Background: an optimization exercise with open tools, aiming at small area, a short achievable clock period and few clock cycles. Do not read the settings as production practice. The RTL was checked by simulation tests, not by an equivalence proof against the original design. No activity file was given, so power comes from the tool's default toggle rates.

### flow/config.mk
export PLATFORM = sky130hd
export DESIGN_NAME = CONV
export DESIGN_NICKNAME = CONV
export VERILOG_FILES = /design/flow/design.v
export SDC_FILE = /design/flow/constraint.sdc
export NUM_CORES = 4
export LEC_CHECK = 0
export CAP_MARGIN = 20
export CORE_MARGIN = 2
export CORE_UTILIZATION = 40
export SLEW_MARGIN = 20
### flow/constraint.sdc
create_clock -name core_clock -period 8.5 [get_ports {clk}]
set_input_delay 1.7000 -clock core_clock [delete_from_list [all_inputs] [get_ports {clk}]]
set_output_delay 1.7000 -clock core_clock [all_outputs]
set_load 0.01 [all_outputs]
### flow/design.v
module CONV(
       clk,
       reset,
       busy,
       ready,
       iaddr,
       idata,
       cwr,
       caddr_wr,
       cdata_wr,
       crd,
       caddr_rd,
       cdata_rd,
       csel
);
input clk, reset;
input ready;
input signed [19:0] idata;
input [19:0] cdata_rd;
output reg busy;
output reg [11:0] iaddr;
output reg cwr;
output reg [11:0] caddr_wr;
output reg [19:0] cdata_wr;
output reg crd;
output reg [11:0] caddr_rd;
output reg [2:0] csel;
reg [2:0] state;
reg [2:0] n_state;
parameter RESET   = 3'b000;
parameter INPUT   = 3'b001;
parameter CONV    = 3'b010;
parameter L0_W    = 3'b011;
parameter MAXPOOL = 3'b100;
parameter L1_W    = 3'b101;
parameter FLAT    = 3'b110;
parameter FINISH  = 3'b111;
reg signed [19:0] image [0:8];
reg [11:0] img_addr;
reg [11:0] position_X, position_Y;
wire [11:0] position;
wire [11:0] position_0;
wire [11:0] position_1;
wire [11:0] position_2;
wire [11:0] position_3;
wire [11:0] position_4;
wire [11:0] position_5;
wire [11:0] position_6;
wire [11:0] position_7;
wire [11:0] position_8;
reg [3:0] img_cnt;
reg signed [19:0] kernel_0 [0:8];
reg signed [19:0] kernel_1 [0:8];
reg signed [19:0] bias_0;
reg signed [19:0] bias_1;
reg position_en;
wire switch = 0;
reg signed [19:0] mul_image;
reg signed [19:0] mul_kernel_0;
reg signed [19:0] mul_kernel_1;
reg signed [39:0] mul_result_0;
reg signed [39:0] mul_result_1;
reg signed [43:0] mul_sum_0;
reg signed [43:0] mul_sum_1;
reg signed [20:0] round_0;
reg signed [20:0] round_1;
reg signed [19:0] relu_0;
reg signed [19:0] relu_1;
reg [11:0] position_buffer;
reg L0_ready;
reg kernel_switch;  
reg [19:0] maxpool_data [3:0];
reg [19:0] big_1, big_2, max;
reg max_read;
reg max_done;
reg [9:0] L1_cnt;
wire L2_flag;
reg [10:0] L2_cnt;
integer i;
always @(posedge clk or posedge reset) begin
  if (reset) begin
    busy <= 0;
  end
  else if (ready) begin
    busy <= 1;
  end
  else if (state == FINISH) begin
    busy <= 0;
  end
  else begin
    busy <= busy;
  end
end
always@(posedge clk or posedge reset) begin
    if(reset) begin
       state <= 0;
    end
    else begin
       state <= n_state;
    end
end
always@(*) begin
        case(state)
             RESET: begin
                   if(ready) n_state = INPUT;
                   else if(L2_flag) n_state = FLAT;
                   else if(L0_ready) n_state = MAXPOOL;
                   else n_state = state;
             end
             INPUT: begin
                   if(img_cnt == 12) n_state = CONV;
                   else n_state = state;
             end
             CONV: begin
                   if(img_cnt == 1) n_state = L0_W;
                   else n_state = state;
             end
             L0_W: begin
                   if(L0_ready) n_state = RESET;
                   else if(img_cnt == 2) n_state = INPUT;
                   else n_state = state;
             end 
             MAXPOOL: begin
                   if(img_cnt == 4) n_state = L1_W;
                   else n_state = state;
             end
             L1_W : begin
                   if(L1_cnt == 0 && max_done) n_state = RESET;
                   else if(img_cnt == 1) n_state = MAXPOOL;
                   else n_state = state;
             end   
             FLAT: begin
                   if(L2_cnt == 2047 && img_cnt == 3) n_state = FINISH;
                   else n_state = state;
             end   
             FINISH: begin
                   n_state = FINISH;
             end
             default: begin
                   n_state = state;
             end 
        endcase
end
always @(posedge clk or posedge reset) begin
  if (reset) begin
    position_en <= 0;
  end
  else begin
    case(state)
         RESET: position_en <= 0;
         INPUT: begin
           if(img_cnt == 0) position_en <= 1;
           else position_en <= position_en;
         end
         L1_W: begin
           if(img_cnt == 0 && kernel_switch) position_en <= 1;
           else position_en <= 0;
         end
         FLAT: position_en <= 1;
         default: position_en <= 0;
    endcase
  end
end
always@(posedge clk or posedge reset) begin
      if(reset) begin
       position_X <= 0;
       position_Y <= 0;
      end
      else begin
             case(state)
                  RESET: begin
                    position_X <= 0;
                    position_Y <= 0;
                  end 
                  INPUT: begin
                    if(img_cnt == 12 && position_en) begin
                       if(position_Y == 63) begin
                          position_Y <= 0;
                          if(position_X == 63) position_X <= 0;
                          else position_X <= position_X + 1;  
                       end
                       else begin 
                            position_Y <= position_Y + 1;
                            position_X <= position_X;
                       end
                    end
                    else begin
                       position_X <= position_X;
                       position_Y <= position_Y;
                    end
                  end
                  L1_W: begin
                    if(position_en && img_cnt == 1) begin
                       if(position_Y == 62) begin
                          position_Y <= 0;
                          if(position_X == 62) position_X <= 0;
                          else position_X <= position_X + 2;  
                       end
                       else begin 
                            position_Y <= position_Y + 2;
                            position_X <= position_X;
                       end
                    end
                    else begin
                       position_X <= position_X;
                       position_Y <= position_Y;
                    end
                  end
                  default: begin
                    position_X <= position_X;
                    position_Y <= position_Y;
                  end
           endcase
      end
end
assign position = (position_X <<< 6) + position_Y;
assign position_0 = position_4 - 65;
assign position_1 = position_4 - 64;
assign position_2 = position_4 - 63;
assign position_3 = position_4 - 1;
assign position_4 = position;
assign position_5 = position_4 + 1;
assign position_6 = position_4 + 63;
assign position_7 = position_4 + 64;
assign position_8 = position_4 + 65;
always @(posedge clk or posedge reset) begin
      if(reset) begin
       img_cnt <= 0;
      end
      else begin
        case(state)
             RESET: img_cnt <= 0;
             INPUT: begin
               if(img_cnt == 12) img_cnt <= 0;
               else img_cnt <= img_cnt + 1;                             
             end
             CONV: begin
               if(img_cnt == 1) img_cnt <= 0;
               else img_cnt <= img_cnt + 1;
             end
             L0_W: begin
               if(img_cnt == 2) img_cnt <= 0;
               else img_cnt <= img_cnt + 1;
             end
             MAXPOOL: begin
               if(img_cnt == 4) img_cnt <= 0;
               else img_cnt <= img_cnt + 1;
             end
             L1_W: begin
               if(img_cnt == 1) img_cnt <= 0;
               else img_cnt <= img_cnt + 1;
             end
             FLAT: begin
               if(img_cnt == 3) img_cnt <= 0;
               else img_cnt <= img_cnt + 1;
             end
             default: begin
               img_cnt <= img_cnt;
             end
        endcase    
      end
end
always @(posedge clk or posedge reset) begin
      if(reset) begin
       iaddr <= 0;
      end
      else if(state == INPUT) begin
               case(img_cnt)
                    0: iaddr <= position_0;
                    1: iaddr <= position_1;
                    2: iaddr <= position_2;
                    3: iaddr <= position_3;
                    4: iaddr <= position_4;
                    5: iaddr <= position_5;
                    6: iaddr <= position_6;
                    7: iaddr <= position_7;
                    8: iaddr <= position_8;
                    default: iaddr <= iaddr;
               endcase
      end
      else begin
         iaddr <= iaddr;
      end
end
always @(posedge clk or posedge reset) begin
  if (reset) begin
    for(i = 0; i < 9; i = i + 1) begin
      image[i] <= 20'd0;
    end
  end
  else begin
    if(state == INPUT)begin
      case(img_cnt)
           1: begin
             if(position_X == 0 || position_Y == 0) image[0] <= 0;
             else image[0] <= idata;
           end
           2: begin
             if(position_X == 0) image[1] <= 0;
             else image[1] <= idata;
           end
           3: begin
             if(position_Y == 63 || position_X == 0) image[2] <= 0;
             else image[2] <= idata;
           end
           4: begin
             if(position_Y == 0) image[3] <= 0;
             else image[3] <= idata;
           end
           5: begin
             image[4] <= idata;
           end
           6: begin 
             if(position_Y == 63) image[5] <= 0;
             else image[5] <= idata;
           end
           7: begin
             if(position_Y == 0 || position_X == 63) image[6] <= 0;
             else image[6] <= idata;
           end
           8: begin
             if(position_X == 63) image[7] <= 0;
             else image[7] <= idata;
           end
           9: begin
             if(position_X == 63 || position_Y == 63) image[8] <= 0;
             else image[8] <= idata;
           end
           default: begin
             for(i = 0; i < 9; i = i + 1) begin
               image[i] <= image[i];
             end
           end
      endcase
    end
    else begin
      for(i = 0; i < 9; i = i + 1) begin
          image[i] <= image[i];
      end
    end
  end
end
always @(posedge clk or posedge reset) begin
  if (reset) begin
    for(i = 0; i < 9; i = i + 1) begin
      kernel_0[i] <= 0;
    end
    bias_0 <= 0;  
  end
  else begin
      kernel_0[0] <= 20'h0A89E;
      kernel_0[1] <= 20'h092D5;
      kernel_0[2] <= 20'h06D43;
      kernel_0[3] <= 20'h01004;
      kernel_0[4] <= (~20'hF8F71) + 1;
      kernel_0[5] <= (~20'hF6E54) + 1;
      kernel_0[6] <= (~20'hFA6D7) + 1;
      kernel_0[7] <= (~20'hFC834) + 1;
      kernel_0[8] <= (~20'hFAC19) + 1;
      bias_0 <= 20'h01310;
  end
end
always @(posedge clk or posedge reset) begin
  if (reset) begin
    for(i = 0; i < 9; i = i + 1) begin
      kernel_1[i] <= 0;
    end
    bias_1 <= 0;  
  end
  else begin
      kernel_1[0] <= (~20'hFDB55) + 1;
      kernel_1[1] <= 20'h02992;
      kernel_1[2] <= (~20'hFC994) + 1;
      kernel_1[3] <= 20'h050FD;
      kernel_1[4] <= 20'h02F20;
      kernel_1[5] <= 20'h0202D;
      kernel_1[6] <= 20'h03BD7;
      kernel_1[7] <= (~20'hFD369) + 1;
      kernel_1[8] <= 20'h05E68;
      bias_1 <= 20'hF7295;
  end
end
always @(posedge clk or posedge reset) begin
  if (reset) begin
    mul_image <= 20'd0;
    mul_kernel_0 <= 20'd0;
    mul_kernel_1 <= 20'd0;
  end
  else begin
    if(state == INPUT)begin
      case(img_cnt)
           1: begin
             if(position_X == 0 || position_Y == 0) mul_image <= 0;
             else begin
               mul_image <= idata;
               mul_kernel_0 <= kernel_0[0];
               mul_kernel_1 <= kernel_1[0];
             end
           end
           2: begin
             if(position_X == 0) mul_image <= 0;
             else begin
               mul_image <= idata;
               mul_kernel_0 <= kernel_0[1];
               mul_kernel_1 <= kernel_1[1];
             end
           end
           3: begin
             if(position_Y == 63 || position_X == 0) mul_image <= 0;
             else begin
               mul_image <= idata;
               mul_kernel_0 <= kernel_0[2];
               mul_kernel_1 <= kernel_1[2];
             end
           end
           4: begin
             if(position_Y == 0) mul_image <= 0;
             else begin
               mul_image <= idata;
               mul_kernel_0 <= kernel_0[3];
               mul_kernel_1 <= kernel_1[3];
             end
           end
           5: begin
             mul_image <= idata;
             mul_kernel_0 <= kernel_0[4];
             mul_kernel_1 <= kernel_1[4];
           end
           6: begin 
             if(position_Y == 63) mul_image <= 0;
             else begin
               mul_image <= idata;
               mul_kernel_0 <= kernel_0[5];
               mul_kernel_1 <= kernel_1[5];
             end
           end
           7: begin
             if(position_Y == 0 || position_X == 63) mul_image <= 0;
             else begin
               mul_image <= idata;
               mul_kernel_0 <= kernel_0[6];
               mul_kernel_1 <= kernel_1[6];
             end
           end
           8: begin
             if(position_X == 63) mul_image <= 0;
             else begin
               mul_image <= idata;
               mul_kernel_0 <= kernel_0[7];
               mul_kernel_1 <= kernel_1[7];
             end
           end
           9: begin
             if(position_X == 63 || position_Y == 63) mul_image <= 0;
             else begin
               mul_image <= idata;
               mul_kernel_0 <= kernel_0[8];
               mul_kernel_1 <= kernel_1[8];
             end
           end
           default: begin
             mul_image <= mul_image;
           end
      endcase
    end
    else begin
      mul_image <= mul_image;
    end
  end
end
always @(posedge clk or posedge reset) begin
  if (reset) begin
    mul_result_0 <= 40'd0;
    mul_result_1 <= 40'd0;
  end
  else begin
    case(state)
        INPUT: begin
          case(state)
              INPUT: begin
                if(img_cnt > 1) begin
                  if(img_cnt > 5) mul_result_0 <= ~(mul_image * mul_kernel_0) + 40'd1;
                  else mul_result_0 <= mul_image * mul_kernel_0;
                  if( (img_cnt == 2) || (img_cnt == 4) || (img_cnt == 9) ) mul_result_1 <= ~(mul_image * mul_kernel_1) + 40'd1;
                  else mul_result_1 <= mul_image * mul_kernel_1;
                end
              end
          endcase
        end
    endcase
  end
end
always @(posedge clk or posedge reset) begin
  if (reset) begin
    mul_sum_0 <= 44'd0;
    mul_sum_1 <= 44'd0;
  end
  else begin
    case(state)
        INPUT: begin
          if(img_cnt == 3) begin
            mul_sum_0 <= mul_result_0;
            mul_sum_1 <= mul_result_1;
          end
          else if(img_cnt > 3 && (img_cnt < 12)) begin
            mul_sum_0 <= mul_sum_0 + mul_result_0;
            mul_sum_1 <= mul_sum_1 + mul_result_1;
          end
          else if(img_cnt == 12) begin
            mul_sum_0 <= mul_sum_0 + {bias_0, 16'd0};
            mul_sum_1 <= mul_sum_1 + {bias_1, 16'd0};
          end
        end
        L0_W: begin
        if(img_cnt == 2) begin
          mul_sum_0 <= 0;
          mul_sum_1 <= 0;
        end
        end
    endcase
  end
end
always @(*) begin
  round_0 = (mul_sum_0 > 0) ? mul_sum_0[35:15] + 21'd1 : 0;
  round_1 = (mul_sum_1 > 0) ? mul_sum_1[35:15] + 21'd1 : 0;
end
always @(*) begin
  if(round_0 > 0) relu_0 = round_0[20:1];
  else relu_0 = 0;
  if(round_1 > 0) relu_1 = round_1[20:1];
  else relu_1 = 0;
end
always @(posedge clk or posedge reset) begin
  if (reset) begin
    kernel_switch <= 0;
  end
  else begin
    case(state)
         L0_W: kernel_switch <= ~kernel_switch;
         MAXPOOL: begin
           kernel_switch <= kernel_switch;
         end 
         L1_W: begin
           if(max_read && img_cnt == 0) kernel_switch <= ~kernel_switch;
           else kernel_switch <= kernel_switch;
         end
         FLAT: kernel_switch <= ~kernel_switch;
         default: kernel_switch <= 0;
    endcase
  end 
end
always @(posedge clk or posedge reset) begin
  if (reset) begin
    position_buffer <= 0;
  end
  else begin
    case(state)
         INPUT: position_buffer <= position;
         MAXPOOL: position_buffer <= position;
         default: position_buffer <= position_buffer;
    endcase
  end
end
always @(posedge clk or posedge reset) begin
  if (reset) begin
    L0_ready <= 0;
  end
  else if (state == L0_W && img_cnt == 2 && position_buffer == 4095) begin
    L0_ready <= 1;
  end
  else begin
    L0_ready <= L0_ready;
  end
end
always @(posedge clk or posedge reset) begin
  if (reset) begin
    csel <= 3'b000;
  end
  else begin
    case(state)
         L0_W: begin
           if(!kernel_switch) csel <= 3'b001;
           else csel <= 3'b010;
         end
         MAXPOOL: begin
           if(!kernel_switch) csel <= 3'b001;
           else csel <= 3'b010;
         end
         L1_W: begin
           if(!kernel_switch) csel <= 3'b011;
           else csel <= 3'b100;
         end
         FLAT: begin
           case(img_cnt)
                0: csel <= 3'b011;
                2: csel <= 3'b100;
                default: csel <= 3'b101;
           endcase
         end
         default: begin
           csel <= 3'b000;
         end
    endcase
  end
end
always @(posedge clk or posedge reset) begin
  if (reset) begin
    cwr <= 0;
  end
  else begin
    case(state)
         L0_W:begin
           if(img_cnt == 2) cwr <= 0;
           else cwr <= 1;
         end
         L1_W: begin
           if(img_cnt == 0) cwr <= 1;
           else cwr <= 0;
         end
         FLAT: begin
           case(img_cnt)
                1: cwr <= 1;
                3: cwr <= 3;
                default: cwr <= 0;
           endcase
         end
         default:begin
           cwr <= 0;
         end
    endcase
  end
end
always @(posedge clk or posedge reset) begin
  if (reset) begin
    caddr_wr <= 0;
  end
  else begin
    case(n_state)
         L0_W: begin
           if(!kernel_switch) caddr_wr <= position_buffer;
           else caddr_wr <= caddr_wr;
         end
         L1_W: begin
           caddr_wr <= L1_cnt;
         end
         FLAT: begin
           caddr_wr <= L2_cnt;
         end
         default:begin
           caddr_wr <= caddr_wr;
         end
    endcase
  end
end
always @(posedge clk or posedge reset) begin
  if (reset) begin
    cdata_wr <= 0;
  end
  else begin
    case(state)
         L0_W: begin
           if(!kernel_switch) cdata_wr <= relu_0;
           else cdata_wr <= relu_1;
         end
         L1_W: begin
           cdata_wr <= max;
         end
         FLAT: begin
           cdata_wr <= cdata_rd;
         end
         default: begin
           cdata_wr <= cdata_wr;
         end
    endcase
  end
end
always @(posedge clk or posedge reset) begin
  if (reset) begin
    crd <= 0;
  end
  else begin
    case(state)
         MAXPOOL: begin
           crd <= 1;
         end
         FLAT: begin
           crd <= 1;
         end
         default: begin
           crd <= 0;
         end
    endcase
  end
end
always @(posedge clk or posedge reset) begin
  if (reset) begin
    caddr_rd <= 0;
  end
  else begin
    case(state)
         MAXPOOL: begin
           case(img_cnt)
                 0: begin
                   caddr_rd <= position;
                 end 
                 1: begin
                   caddr_rd <= position + 1;
                 end 
                 2: begin
                   caddr_rd <= position + 64;
                 end 
                 3: begin
                   caddr_rd <= position + 65;
                 end 
                 default: begin
                   caddr_rd <= caddr_rd;
                 end 
           endcase 
         end
         FLAT: caddr_rd <= L1_cnt;
         default: begin
           caddr_rd <= caddr_rd;
         end
    endcase
  end
end
always @(posedge clk or posedge reset) begin
  if (reset) begin
    for(i = 0; i < 4; i = i + 1) begin
      maxpool_data[i] <= 0;
    end  
  end
  else begin
    case(state)
         MAXPOOL: begin
           case(img_cnt)
                1: begin
                  maxpool_data[0] <= cdata_rd;
                end
                2: begin
                  maxpool_data[1] <= cdata_rd;
                end
                3: begin
                  maxpool_data[2] <= cdata_rd;
                end
                4: begin
                  maxpool_data[3] <= cdata_rd;
                end
                default: begin
                  for(i = 0; i < 4; i = i + 1) begin
                    maxpool_data[i] <= maxpool_data[i];
                  end 
                end
           endcase
         end
         default: begin
           for(i = 0; i < 4; i = i + 1) begin
             maxpool_data[i] <= maxpool_data[i];
           end
         end
    endcase
  end
end
always @(posedge clk or posedge reset) begin
  if(reset) begin
    max_read <= 0;
  end
  else begin
    if(state == MAXPOOL && img_cnt == 1) max_read <= 1;
    else max_read <= max_read;
  end
end
always @(*) begin
    big_1 = (maxpool_data[0] > maxpool_data[1]) ? maxpool_data[0] : maxpool_data[1];
    big_2 = (maxpool_data[2] > maxpool_data[3]) ? maxpool_data[2] : maxpool_data[3];
    max = (big_1 > big_2) ? big_1 : big_2;
end
always @(posedge clk or posedge reset) begin
  if(reset) begin
    max_done <= 0;
  end
  else begin
    if(state == MAXPOOL && L1_cnt == 1) max_done <= 1;
    else max_done <= max_done;
  end 
end
always @(posedge clk or posedge reset) begin
  if (reset) begin
    L1_cnt <= 0;
  end
  else begin
    case(state)
         RESET: begin
           L1_cnt <= 0;
         end
         L1_W: begin
           if(position_en) begin
             if(L1_cnt == 1023) L1_cnt <= 0;
             else L1_cnt <= L1_cnt + 1;
           end
           else begin
             L1_cnt <= L1_cnt;
           end
         end
         FLAT: begin 
           if(L1_cnt == 1023) L1_cnt <= L1_cnt;
           else if(img_cnt == 3) L1_cnt <= L1_cnt + 1;
         end
         default: begin
           L1_cnt <= L1_cnt;
         end
    endcase
  end
end
assign L2_flag = (L1_cnt == 0 && max_done) ? 1 : 0;
always @(posedge clk or posedge reset) begin
  if (reset) begin
    L2_cnt <= 0;    
  end
  else begin
    case(state)
         FLAT: begin
           if(L2_cnt == 2047) L2_cnt <= L2_cnt; 
           else if(img_cnt == 1 || img_cnt == 3) L2_cnt <= L2_cnt + 1;
           else L2_cnt <= L2_cnt;
         end
         default: begin
           L2_cnt <= L2_cnt;
         end
    endcase
  end
end
endmodule
### flow/run.sh
#!/bin/bash
# synth_recipe.tcl (not shown) runs the flow's synth.tcl, then flattens the netlist and writes it again
# the make line also repeats each setting of config.mk as NAME=value (left out here)
make -C /OpenROAD-flow-scripts/flow DESIGN_CONFIG=/design/flow/config.mk WORK_HOME=/design/flow/orfs CLKGATE_MAP_FILE= SYNTH_SCRIPT=/design/flow/synth_recipe.tcl finish
==> key figures <==
Outcome
  – Status: finished clean

GRT
  – Vias in the first global route: 52.3k
  – GRT Overall Usage: 0.250
  – First-pass GRT wire length: 313 mm
  – Largest net degree at the start of global routing: 117
  – Antenna violations before repair: 1
  – Remaining global-route overflow: 0

Pwr
  – Leak: 32.6 nW
  – Sw power: 13.0 mW
  – Final Power: 24.6 mW
  – Clock power frac: 0.109
  – Sw Share: 0.527
  – Cell Int Power: about 12 mW
  – Sequential Power Share: 0.136
  – Peak VDD IR: 0.381 mV
  – Comb power frac: 0.755
  – Power Density: 360 mW/mm2

CTS
  – TritonCTS clock tree: yes
  – CTS max path bufs: 3
  – H-tree levels: 2
  – Post-CTS Hold Fix Bufs: 0
  – Clock-pin slew on the worst setup and hold paths: 0.07 ns
  – Cts bufs inserted: 56
  – TritonCTS Sinks: 429
  – Worst-skew pair later-pin latency: 0.68 ns
  – Root buf cell: clkbuf_16

Detailed routing
  – Routed WL: roughly 200 mm
  – Vias: 52.2k
  – Number of remaining DRC errors: 0
  – First drt pass iteration count: 9
  – Antenna-violating nets left: 0
  – Vias per cell: ~5.6
  – DR WL/cell: 21.6 um
  – Initial drt markers: 4085

STA
  – Clk_skew: 0.0217 ns
  – Slew margin rel.: 0.259
  – Fin. Hold Viols: 0
  – Tcrit/Tclk final: 0.962
  – Endpoints failing setup: 0
  – RSZ-0062 raised after global routing: no
  – Sum of negative setup slack: 0 ns
  – Final worst path period need: 8.18 ns
  – Max Fclk: 122 MHz
  – Slew Limit Fails: 0
  – Worst-margin pin slew: about 1.1 ns

Synth
  – Synthesized area: 0.0625 mm2
  – Register area share after synthesis: 0.172
  – Distinct cells, synth: 115
  – #FFs+latches synth: 429
  – Async set-reset flop share out of synthesis: 1.00
  – Post-synth EDFFs: 0
  – Syn nets: 8515
  – Most used DFF post-synth: dfrtp_1
  – Synth warn: 5
  – Mapped Cells: 7173
  – Syn_area_per_cell: 8.72 um2

Setup path
  – CP max FO: 28
  – Reg-to-Reg End: mul_result_1[36]$_DFFE_PP0P_
  – Worst r2r src: mul_image[8]$_DFFE_PP0P_
  – Crit-path max cell delay: 0.54 ns
  – Critical path required time: 9.04 ns
  – Crit Path Class: flip-flop to flip-flop
  – Critical Path AT: 8.72 ns
  – Internal reg-to-reg setup slack: about 0.32 ns
  – CP startpoint: mul_image[8]$_DFFE_PP0P_
  – CP startpoint kind: flip-flop
  – Crit end category: flip-flop
  – Slowest CP cell: fa_1
  – Reg2reg path depth: 25
  – Crit path top cell by count: fa_1

Floorplanning
  – Rows: 145
  – DIE WIDTH: approximately 400 um
  – Die area: approximately 0.16 mm2
  – Ports: 105
  – Die Y: 399 um
  – Core area: 0.156 mm2
  – Starting density of the core: 0.402

Final layout
  – # diodes: 0
  – Synth-to-Final Area Change: 9.47%
  – Share of cells above drive strength 1: 0.0674
  – Commonest non-fill, non-tap cell in the layout: inv_1
  – Most frequent cells in the layout: inv_1 (897), fa_1 (718), nand2_1 (672), ha_1 (580), o21ai_0 (472)
  – Nets: 8504

Job
  – Max-cap viol count: 0

Placed design
  – PortBufs: 104
  – Post-detail-place hpwl: 160 mm
  – Placer Congestion: between 0.9 and 1

Min path
  – Hold path depth: 1
  – Worst hold path startpoint: max_done$_DFFE_PP0P_
  – WHS Endpoint: max_done$_DFFE_PP0P_
  – HP Class: flip-flop to flip-flop
-- per-layer routing --
layer / global-route usage / vias to the layer above / wire length, um / part of all wire
met5: 0 / - / 0 / 0
met4: 0.0745 / 0 / 6520 / 0.033
met3: 0.0311 / 307 / 11600 / 0.058
met2: 0.398 / 1580 / 89800 / 0.45
met1: 0.355 / 26000 / 92300 / 0.46
li1: - / 24300 / - / -
-- sequential cells by signal, summed over array words and instances, names as in the netlist, 3 cells and up --
name,count
mul_image,20
mul_kernel_0,15
L2_cnt,11
position_Y,12
position_buffer,12
mul_sum_1,44
cdata_wr,20
L1_cnt,10
mul_kernel_1,14
mul_sum_0,44
mul_result_0,40
mul_result_1,40
img_cnt,4
iaddr,12
caddr_wr,12
position_X,12
csel,3
caddr_rd,12
state,3
maxpool_data,80
-- timing repair --
| item | in CTS | in global routing |
|---|---|---|
| buffers inserted | 0 | 1 |
| gates resized for setup | 0 | 21 |
| endpoints found under the setup margin | 0 | 25 |
-- synthesized netlist by cell type, types with 160 or more instances --
| library cell | count | area [um2] |
|---|---|---|
| inv_1 | 898 | 3370 |
| a21oi_1 | 377 | 1890 |
| nor2_1 | 331 | 1240 |
| clkbuf_1 | 328 | 1230 |
| nand2_1 | 673 | 2530 |
| ha_1 | 581 | 7270 |
| xnor2_1 | 203 | 1780 |
| fa_1 | 718 | 14400 |
| dfrtp_1 | 429 | 10700 |
| nand3_1 | 160 | 801 |
| and2_1 | 428 | 2680 |
| o21ai_0 | 474 | 2370 |
-- power groups by stage --
| stage | registers, mW | clock network, mW | logic, mW |
|---|---|---|---|
| global placement | 3.34 | 0 | 18.1 |
| floorplan | 2.83 | 0 | 13.5 |
| CTS | 3.32 | 2.74 | 18.3 |
| finish | 3.35 | 2.69 | 18.6 |
| detailed placement | 3.36 | 0 | 18.2 |
| global route | 3.41 | 2.82 | 20.7 |
-- stage by stage --
stage                     std cells  instance area (um2)  worst slack (ns)  hold slack, ns   util
final                          9267                68500             0.319           0.469  0.440
after global routing           9267                68500           0.00232           0.486  0.440
after CTS                      9265                68400             0.171           0.469  0.439
after detailed placement       9160                66300             0.178           0.455  0.426
after global placement         9159                66300             0.126           0.450  0.426
after floorplan                7173                62500             0.797           0.434      -
-- area by class of cell --
class / count / area (um2)
well taps: 2058 / 2570
multi-input cells: 5485 / 47100
fillers: 15400 / 87200
flip-flops and latches: 429 / 10700
inverters: 900 / 3380
repair buffers: 290 / 2570
clock buffers: 76 / 1570
clock inverters: 29 / 490
-- worst max-delay path: cells and delay by family, from the launching register on --
| kind | cells | cell delay [ns] |
|---|---|---|
| AOI/OAI and AO/OA | 4 | 0.95 |
| xor gates and xnor gates | 1 | 0.13 |
| adders and majority gates | 8 | 3.95 |
| buffers and inverters | 5 | 0.45 |
| DFF | 1 | 0.47 |
| and+or+nand+nor | 7 | 2.07 |
-- worst max path at each step --
| stage | end | slack, ns | cells past startpoint |
|---|---|---|---|
| final | mul_result_1[36]$_DFFE_PP0P_ | 0.32 | 25 |
| after global routing | mul_result_1[36]$_DFFE_PP0P_ | 0.002 | 25 |
| after CTS | mul_result_1[39]$_DFFE_PP0P_ | 0.17 | 23 |
| after detailed placement | mul_result_1[36]$_DFFE_PP0P_ | 0.18 | 28 |
| after global placement | mul_result_1[39]$_DFFE_PP0P_ | 0.13 | 23 |
| after floorplan | mul_result_1[36]$_DFFE_PP0P_ | 0.80 | 29 |
-- cells by family after synthesis --
family	after synthesis	share of synthesized area
compound gates	1657	0.170
xor+xnor	340	0.0477
fa+ha+maj	1299	0.346
buf+inv	1259	0.0768
flops	429	0.172
mux	136	0.0239
other cells	1	0.0000600
simple gates	2052	0.164
Testbench counts, summed over its fixed seeds: cycles 553,116.

## port drivers added, routing unchanged
In the flow no input, the clock included, has a driving cell. The finished layout below was timed again as built, in two steps.
Step 1 sets driving cells, clkbuf_16 on the clock port and buf_2 on the other inputs (assumed; they add their load-dependent delay and slew).
Step 2 also shifts input and output timing later by t, the mid clock arrival at the registers, as if the neighbouring blocks saw the same clock.
a / b / c = ideal / step 1 / step 2; a / b = the first two.
t (ns): 0.753
setup slack, ns: 0.319 / 0.319 / 0.319
worst hold slack (ns): 0.469 / 0.469 / 0.469
cell pins on the clock port's net: 1
After both steps setup and hold are still met in this run. For this run, drivers alone change the setup slack by 0.000 ns; drivers and shift together by 0.000 ns.
